Source: an optimization exercise on an open RTL-to-GDS flow (aim: small area). Production flows keep margins and buffers that such runs may drop. The RTL was checked by simulation tests, not by an equivalence proof against the original design. No activity file was given, so power comes from the tool's default toggle rates.

## FIFO_shift_reg_beh
module FIFO_shift_reg_beh
#(
    parameter FIFO_width = 32,
    parameter FIFO_depth = 10                    
 )
(
    output reg [FIFO_width - 1 : 0] dataOut,
    output empty, full,
    input readEnable, writeEnable,
    input [FIFO_width - 1 : 0] dataIn,
    input enable, reset, clk
    );
    reg [FIFO_width - 1 : 0] slot [0 : FIFO_depth - 1];
    reg [5:0] count;
    wire [FIFO_depth : 0] at;
    assign at[0]  = ~count[5] & ~count[0];
    assign at[1]  =  count[0] & ~count[1];
    assign at[2]  =  count[1] & ~count[2];
    assign at[3]  =  count[2] & ~count[3];
    assign at[4]  =  count[3] & ~count[4];
    assign at[5]  =  count[4] & ~count[5];
    assign at[6]  =  count[5] &  count[0];
    assign at[7]  = ~count[0] &  count[1];
    assign at[8]  = ~count[1] &  count[2];
    assign at[9]  = ~count[2] &  count[3];
    assign at[10] = ~count[3] &  count[4];
    assign empty = at[0];
    assign full  = at[FIFO_depth];
    wire doRead  = readEnable & ~empty;
    wire doWrite = writeEnable & ~full & ~doRead;
    integer i;
    always @(posedge clk)
        if (enable & ~reset & doWrite) begin
            slot[0] <= dataIn;
            for (i = 1; i < FIFO_depth; i = i + 1)
                slot[i] <= slot[i-1];
        end
    reg [FIFO_width - 1 : 0] oldest;
    always @(*) begin
        oldest = {FIFO_width{1'b0}};
        for (i = 0; i < FIFO_depth; i = i + 1)
            oldest = oldest | (slot[i] & {FIFO_width{at[i+1]}});
    end
    always @(posedge clk)
        if (enable) begin
            if (reset) begin
                count <= 6'b000000;
                dataOut <= {FIFO_width{1'b0}};
            end else if (doRead) begin
                count <= {~count[0], count[5:1]};
                dataOut <= oldest;
            end else if (doWrite)
                count <= {count[4:0], ~count[5]};
        end
endmodule
Size: roughly 550 cells after synthesis, about 12000 sq um of cells after synthesis.
clock: 5.0 ns
lec_check: 0
cap_margin: 20
core_margin: 2
core_utilization: 40
cts_buf_list: sky130_fd_sc_hd__clkbuf_16
cts_cluster_diameter: 80
cts_cluster_size: 30
place_density: 0.6
slew_margin: 20
standard.sh (not shown) runs the stock make flow with config.mk's settings and CLKGATE_MAP_FILE= SYNTH_SCRIPT=/design/flow/synth_recipe.tcl, a recipe that flattens the netlist after the stock synthesis.
==> flow/flow/run.sh <==
#!/bin/bash
# The standard layout, with two changes:
#  - after the standard synthesis, the logic between its registers is replaced by the
#    hand-mapped netlist gen_netlist.py writes (the registers stay as synthesis made them);
#  - every input and output port gets the smallest buffer, sky130_fd_sc_hd__buf_1.
# Each tool's output goes to a log of its own in this folder.
set -euo pipefail
R=orfs/results/${FLOW_PLATFORM}/FIFO_shift_reg_beh/base
export BUFFER_PORTS_ARGS="-buffer_cell sky130_fd_sc_hd__buf_1"
export CTS_ARGS="-sink_clustering_enable -repair_clock_nets -sink_clustering_size 30 -sink_clustering_max_diameter 80 -buf_list {sky130_fd_sc_hd__clkbuf_8 sky130_fd_sc_hd__clkbuf_16} -dont_use_dummy_load"
bash standard.sh synth > synth.log 2>&1
cp $R/1_2_yosys.v standard_1_2_yosys.v
if python3 flow/gen_netlist.py standard_1_2_yosys.v $R/1_2_yosys.v > gen_netlist.log 2>&1; then
  rm -f $R/1_synth.odb $R/1_synth.sdc
fi
bash standard.sh finish > layout.log 2>&1
Other scripts of this flow, unchanged in this note and not shown: flow/flow/gen_netlist.py
Change:
--- a/flow/flow/run.sh
+++ b/flow/flow/run.sh
@@ -8,5 +8,4 @@
 R=orfs/results/${FLOW_PLATFORM}/FIFO_shift_reg_beh/base
 export BUFFER_PORTS_ARGS="-buffer_cell sky130_fd_sc_hd__buf_1"
-export CTS_ARGS="-sink_clustering_enable -repair_clock_nets -sink_clustering_size 30 -sink_clustering_max_diameter 80 -buf_list {sky130_fd_sc_hd__clkbuf_8 sky130_fd_sc_hd__clkbuf_16} -dont_use_dummy_load"
 bash standard.sh synth > synth.log 2>&1
 cp $R/1_2_yosys.v standard_1_2_yosys.v
After rerunning:
- The changed run passed the timing, DRC and antenna checks
- flip-flop and latch count does not change
- final cell count came out higher by 0.38%
- critical path depth stays the same
- clock power came out higher by about 10%
- maximum frequency came out lower by 0.45%

-- afterwards: timing with drivers on the ports --
Ports are ideal in the flow. The routed layouts listed here were re-timed in OpenROAD. Step 1 sets driving cells, clkbuf_16 on the clock port and buf_2 on the other inputs (assumed; they add their load-dependent delay and slew). Step 2 also shifts input and output timing later by t, the mid clock arrival at the registers, as if the neighbouring blocks saw the same clock. Three values: no drivers, after step 1, after step 2; two values: the first two.
run | shift t [ns] | setup WS [ns] | worst slew at a driven data input, ns
the first run | 0.536 | 2.105 / 2.105 / 1.681 | 0.03
the second run | 0.555 | 2.092 / 2.092 / 1.661 | 0.03
After both steps setup and hold are still met in every run listed. The setup slack of the second run, which loses most, moves by 0.000 ns with the drivers and by -0.431 ns with both steps.
